This design comes from an exercise in tuning for a short achievable clock period and few clock cycles on the open sky130 flow, not from production work. Function was checked by simulation only, so behaviour that the tests miss may differ from the original.

Setup of run 3:
==> flow/design.v (excerpt) <==
module pipeline #( parameter A_SIZE = 10,
                   parameter D_SIZE = 32)
                (
                input                           input_clk,
                input                           reset,
                input           [15:0]          instruction,
                input           [D_SIZE-1:0]    data_in,
                output          [A_SIZE-1:0]    pc,
                output          [D_SIZE-1:0]    data_out,
                output          [A_SIZE-1:0]    addr,
                output                          mem_wr_en,
                output                          halted
                );
Settings: LEC_CHECK=0, CAP_MARGIN=20, CORE_MARGIN=2, CORE_UTILIZATION=40, PLACE_DENSITY=0.65, SETUP_SLACK_MARGIN=4.0, SLEW_MARGIN=20, TNS_END_PERCENT=100; clock period 6.5 ns.
run.sh (not shown) runs the stock make flow with config.mk's settings and CLKGATE_MAP_FILE= SYNTH_SCRIPT=/design/flow/synth_recipe.tcl, a recipe that flattens the netlist after the stock synthesis.
Run 3 reached the end of the flow, and the finished layout is clean on the timing, DRC and antenna checks.
Testbench counts of run 3, summed over its fixed seeds: cycles 153,591.
Input-level comparison between run 1 and run 3:
diff --git a/flow/design.v b/flow/design.v
--- a/flow/design.v
+++ b/flow/design.v
@@ -46,24 +46,25 @@
     logic [31:0] w_res;
     logic [31:0] rf [0:7];
     logic [9:0]  addr_q;
     logic [31:0] dout_q;
     logic        we_q;
     logic [9:0]  sv [0:7];       
     logic [7:0]  sk;             
     logic [7:0]  ss;             
     logic [9:0]  e_nv;           
     logic        e_nk, e_ns;
     logic [9:0]  d_va, d_vb, d_vd;             
     logic        d_ka, d_kb, d_kd, d_sa, d_sb, d_sd;
+    logic        d_immnz;                      
     logic [7:0]  d_rx_oh, d_ry_oh;             
     assign pc        = pc_q;
     assign addr      = addr_q;
     assign data_out  = dout_q;
     assign mem_wr_en = we_q;
     assign halted    = halt_q;
     wire [31:0] sum_a, sum_s;
     ks_add #(32) add_a (.a(e_a), .b(e_b),  .cin(1'b0), .s(sum_a), .cout());
     ks_add #(32) add_s (.a(e_a), .b(~e_b), .cin(1'b1), .s(sum_s), .cout());
     logic [31:0] lg;
     always_comb
         for (int i = 0; i < 32; i++) lg[i] = e_tt[{e_a[i], e_b[i]}];
@@ -207,25 +208,25 @@
         end
     wire [9:0] b_v  = d_ldc ? {2'b00, imm} : d_ir[5] ? 10'd0 : t_shl[9:0];
     wire       b_k  = d_ldc | (d_shl & (d_ir[5] | kd));
     wire       e_nz = (e_nv != 10'd0);
     logic [9:0] fv [0:7];
     logic [7:0] ftk, czk, cnz, csk;
     always_comb
         for (int j = 0; j < 8; j++) begin
             if (d_v && d_wr && d_dest == j) begin
                 fv[j]  = b_v;
                 ftk[j] = b_k;
                 czk[j] = d_ldc;
-                cnz[j] = (imm != 8'd0);
+                cnz[j] = d_immnz;
                 csk[j] = d_ldc;
             end else if (e_tw && e_dest == j) begin
                 fv[j]  = e_nv;
                 ftk[j] = e_nk;
                 czk[j] = e_nk & (e_ns | e_nz);
                 cnz[j] = e_nz;
                 csk[j] = e_ns;
             end else begin
                 fv[j]  = sv[j];
                 ftk[j] = sk[j];
                 czk[j] = sk[j] & (ss[j] | (sv[j] != 10'd0));
                 cnz[j] = (sv[j] != 10'd0);
@@ -330,24 +331,25 @@
             d_rind  <= f_rind;
             d_dest  <= f_dest;
             d_rx    <= f_rx;
             d_add   <= f_add;
             d_sub   <= f_sub;
             d_log   <= f_log;
             d_shr   <= f_shr;
             d_sra   <= f_sra;
             d_tt    <= f_tt;
             d_top   <= f_top;
             d_rx_oh <= 8'd1 << f_rx;
             d_ry_oh <= 8'd1 << instruction[2:0];
+            d_immnz <= (instruction[7:0] != 8'd0);
             d_va    <= pv[instruction[5:3]];
             d_vb    <= pv[instruction[2:0]];
             d_vd    <= pv[instruction[8:6]];
             d_ka    <= pk[instruction[5:3]];
             d_kb    <= pk[instruction[2:0]];
             d_kd    <= pk[instruction[8:6]];
             d_sa    <= ps[instruction[5:3]];
             d_sb    <= ps[instruction[2:0]];
             d_sd    <= ps[instruction[8:6]];
         end
     always_ff @(posedge clk) begin
         e_a    <= xv;
==> notes.md <==
- Fraction of area in clock buffers and inverters: run 3 vs run 1, no meaningful difference
- Between run 3 and run 1, routed wire length is lower for run 1, run 3 comes in above that.
- | core area | run 3 vs run 1 | ≈ equal |
- Run 3 vs run 1, cell with the biggest individual delay on the critical path: a211oi_1 vs or4_4
- Going from run 3 to run 1, clock period minus worst slack grows by 370 ps.
- Run 3 → run 1: worst slew slack as a fraction of its limit has decreased, synthesized net count has remained practically unchanged.
Testbench counts of run 1, summed over its fixed seeds: cycles 153,591.


== main ==
pipeline, a different RTL version from the one above (not shown whole).
For scale: ~760 flip-flops, about 100 I/O pins.
## pipeline
module pipeline #( parameter A_SIZE = 10,
                   parameter D_SIZE = 32)
                (
                input                           input_clk,
                input                           reset,
                input           [15:0]          instruction,
                input           [D_SIZE-1:0]    data_in,
                output          [A_SIZE-1:0]    pc,
                output          [D_SIZE-1:0]    data_out,
                output          [A_SIZE-1:0]    addr,
                output                          mem_wr_en,
                output                          halted
                );
Settings: LEC_CHECK=0, ABC_CLOCK_PERIOD_IN_PS=2500, CAP_MARGIN=20, CORE_MARGIN=2, CORE_UTILIZATION=40, PLACE_DENSITY=0.6, SETUP_SLACK_MARGIN=3.5, SLEW_MARGIN=20; clock period 6.5 ns.
Testbench counts of main, summed over its fixed seeds: cycles 153,521.
The inputs of the feature branch differ from those of main as listed below.
diff --git a/flow/design.v b/flow/design.v
--- a/flow/design.v
+++ b/flow/design.v
@@ -45,23 +45,24 @@
     logic [2:0]  w_dest;
     logic [31:0] w_res;
     logic [31:0] rf [0:7];
     logic [9:0]  addr_q;
     logic [31:0] dout_q;
     logic        we_q;
     logic [9:0]  sv [0:7];       
     logic [7:0]  sk;             
     logic [7:0]  ss;             
     logic [9:0]  e_nv;           
     logic        e_nk, e_ns;
-    logic [7:0]  d_ta_oh, d_tb_oh, d_td_oh;    
+    logic [9:0]  d_va, d_vb, d_vd;             
+    logic        d_ka, d_kb, d_kd, d_sa, d_sb, d_sd;
     logic [7:0]  d_rx_oh, d_ry_oh;             
     assign pc        = pc_q;
     assign addr      = addr_q;
     assign data_out  = dout_q;
     assign mem_wr_en = we_q;
     assign halted    = halt_q;
     wire [31:0] sum_a, sum_s;
     ks_add #(32) add_a (.a(e_a), .b(e_b),  .cin(1'b0), .s(sum_a), .cout());
     ks_add #(32) add_s (.a(e_a), .b(~e_b), .cin(1'b1), .s(sum_s), .cout());
     logic [31:0] lg;
     always_comb
@@ -133,38 +134,36 @@
     wire [31:0] xv_s = ({32{xs_a & d_shift}} & sum_a) | ({32{xs_s & d_shift}} & sum_s) |
                        ({32{xs_o & d_shift}} & alu_o) | ({32{~xsel & d_shift}} & xo);
     wire [31:0] xv_c = ({32{xs_a & d_br}} & sum_a) | ({32{xs_s & d_br}} & sum_s) |
                        ({32{xs_o & d_br}} & alu_o) | ({32{~xsel & d_br}} & xo);
     wire as_a = d_st ? xs_a : ys_a, as_s = d_st ? xs_s : ys_s, as_o = d_st ? xs_o : ys_o;
     wire as_n = d_st ? ~xsel : ~ysel;
     wire [9:0] ao = d_st ? xo[9:0] : yo[9:0];
     wire [9:0] av = ({10{as_a}} & sum_a[9:0]) | ({10{as_s}} & sum_s[9:0]) | ({10{as_o}} & alu_o[9:0]) | ({10{as_n}} & ao);
     wire d_go   = d_v & ~mispred & ~ld_stall;   
     wire f_hold = ld_stall;                     
     wire       e_tw = e_v & e_wen;
-    wire [2:0] ta = d_ir[5:3], tb = d_ir[2:0], td = d_ir[8:6];
-    wire       eb_a = e_tw & (e_dest == ta);
-    wire       eb_b = e_tw & (e_dest == tb);
-    wire       eb_d = e_tw & (e_dest == td);
-    logic [9:0] va, vb, vd;
-    logic       ka, kb, kd, sa, sb, sd;
-    always_comb begin
-        va = eb_a ? e_nv : 10'd0; ka = eb_a & e_nk; sa = eb_a & e_ns;
-        vb = eb_b ? e_nv : 10'd0; kb = eb_b & e_nk; sb = eb_b & e_ns;
-        vd = eb_d ? e_nv : 10'd0; kd = eb_d & e_nk; sd = eb_d & e_ns;
+    wire [9:0] va = d_va, vb = d_vb, vd = d_vd;
+    wire       ka = d_ka, kb = d_kb, kd = d_kd, sa = d_sa, sb = d_sb, sd = d_sd;
+    logic [9:0] pv [0:7];
+    logic [7:0] pk, ps;
+    always_comb
         for (int j = 0; j < 8; j++) begin
-            if (d_ta_oh[j] && !eb_a) begin va = va | sv[j]; ka = ka | sk[j]; sa = sa | ss[j]; end
-            if (d_tb_oh[j] && !eb_b) begin vb = vb | sv[j]; kb = kb | sk[j]; sb = sb | ss[j]; end
-            if (d_td_oh[j] && !eb_d) begin vd = vd | sv[j]; kd = kd | sk[j]; sd = sd | ss[j]; end
+            if (d_v && d_wr && d_dest == j) begin
+                pv[j] = {2'b00, imm}; pk[j] = d_ldc; ps[j] = d_ldc;
+            end else if (e_tw && e_dest == j) begin
+                pv[j] = e_nv; pk[j] = e_nk; ps[j] = e_ns;
+            end else begin
+                pv[j] = sv[j]; pk[j] = sk[j]; ps[j] = ss[j];
+            end
         end
-    end
     wire [9:0] t_add, t_sub;
     wire       t_add_c, t_sub_c;
     ks_add #(10, 4) add_t (.a(va), .b(vb),  .cin(1'b0), .s(t_add), .cout(t_add_c));
     ks_add #(10, 4) sub_t (.a(va), .b(~vb), .cin(1'b1), .s(t_sub), .cout(t_sub_c));
     wire [41:0] t_shl = {32'd0, vd} << d_ir[4:0];
     wire        sab   = sa & sb;
     wire [9:0]  n_alu = ({10{d_top[0]}} & t_add) | ({10{d_top[1]}} & t_sub) |
                         ({10{d_top[2]}} & (va & vb)) | ({10{d_top[3]}} & (va | vb)) |
                         ({10{d_top[4]}} & (va ^ vb)) | ({10{d_top[5]}} & ~(va & vb)) |
                         ({10{d_top[6]}} & ~(va | vb)) | ({10{d_top[7]}} & ~(va ^ vb));
     wire        s_alu = (d_top[0] & sab & ~t_add_c) | (d_top[1] & sab & t_sub_c) |
@@ -330,27 +329,33 @@
             d_jmp   <= f_jmp;
             d_rind  <= f_rind;
             d_dest  <= f_dest;
             d_rx    <= f_rx;
             d_add   <= f_add;
             d_sub   <= f_sub;
             d_log   <= f_log;
             d_shr   <= f_shr;
             d_sra   <= f_sra;
             d_tt    <= f_tt;
             d_top   <= f_top;
-            d_ta_oh <= 8'd1 << instruction[5:3];
             d_rx_oh <= 8'd1 << f_rx;
             d_ry_oh <= 8'd1 << instruction[2:0];
-            d_tb_oh <= 8'd1 << instruction[2:0];
-            d_td_oh <= 8'd1 << instruction[8:6];
+            d_va    <= pv[instruction[5:3]];
+            d_vb    <= pv[instruction[2:0]];
+            d_vd    <= pv[instruction[8:6]];
+            d_ka    <= pk[instruction[5:3]];
+            d_kb    <= pk[instruction[2:0]];
+            d_kd    <= pk[instruction[8:6]];
+            d_sa    <= ps[instruction[5:3]];
+            d_sb    <= ps[instruction[2:0]];
+            d_sd    <= ps[instruction[8:6]];
         end
     always_ff @(posedge clk) begin
         e_a    <= xv;
         e_sa   <= xv_s;
         e_ca   <= xv_c;
         e_b    <= yv;
         e_wen  <= d_wr;
         e_load <= d_ld;
         e_dest <= d_dest;
         e_add  <= d_add;
         e_sub  <= d_sub;
- The feature branch reports a higher area of placed instances than main does.
- Taking the feature branch over main, the non-clock buffer count ratio works out to 0.870.
- Of the feature branch and main, the run reporting the higher diode insertion count for antenna repair was main.
- The feature branch against main: synthesis-stage register bit count moved up, utilization -0.55 points, post-synthesis simple-gate area fraction did not really move, routed wire length fell 3.4%.
- Looking only at die area, and setting everything else aside, the higher value of the feature branch and main goes to the feature branch.
Testbench counts of the feature branch, summed over its fixed seeds: cycles 153,591.

## re-timing with driven ports
The flow's constraints put no driver on any port. The routed layouts listed below were extracted and timed again, unchanged, in two steps. Step 1 sets driving cells, clkbuf_16 on the clock port and buf_2 on the other inputs (assumed; they add their load-dependent delay and slew). Step 2 adds t to the input delays and takes it off the output delays; t is the mean of the earliest and latest rising clock arrival at the registers after step 1. Input paths then give back, and output paths get back, about the clock's delay inside the block. Slacks: no drivers / after step 1 / after step 2; pairs: no drivers / after step 1.
run | shift t [ns] | setup WS [ns] | latest minus earliest clock arrival (ns) | slew at the worst register clock pin (ns) | worst data-port slew with drivers (ns)
run 3 | 0.765 | 3.125 / 3.125 / 2.534 | 0.070 / 0.070 | 0.07 / 0.07 | 0.14
run 1 | 0.776 | 2.752 / 2.752 / 2.053 | 0.032 / 0.031 | 0.07 / 0.07 | 0.19
main | 0.776 | 2.577 / 2.577 / 2.201 | 0.059 / 0.059 | 0.07 / 0.07 | 0.16
the feature branch | 0.787 | 2.966 / 2.966 / 2.244 | 0.057 / 0.057 | 0.08 / 0.08 | 0.17
After both steps setup and hold are still met in every run listed. The setup slack of the feature branch, which loses most, moves by 0.000 ns with the drivers and by -0.722 ns with both steps.
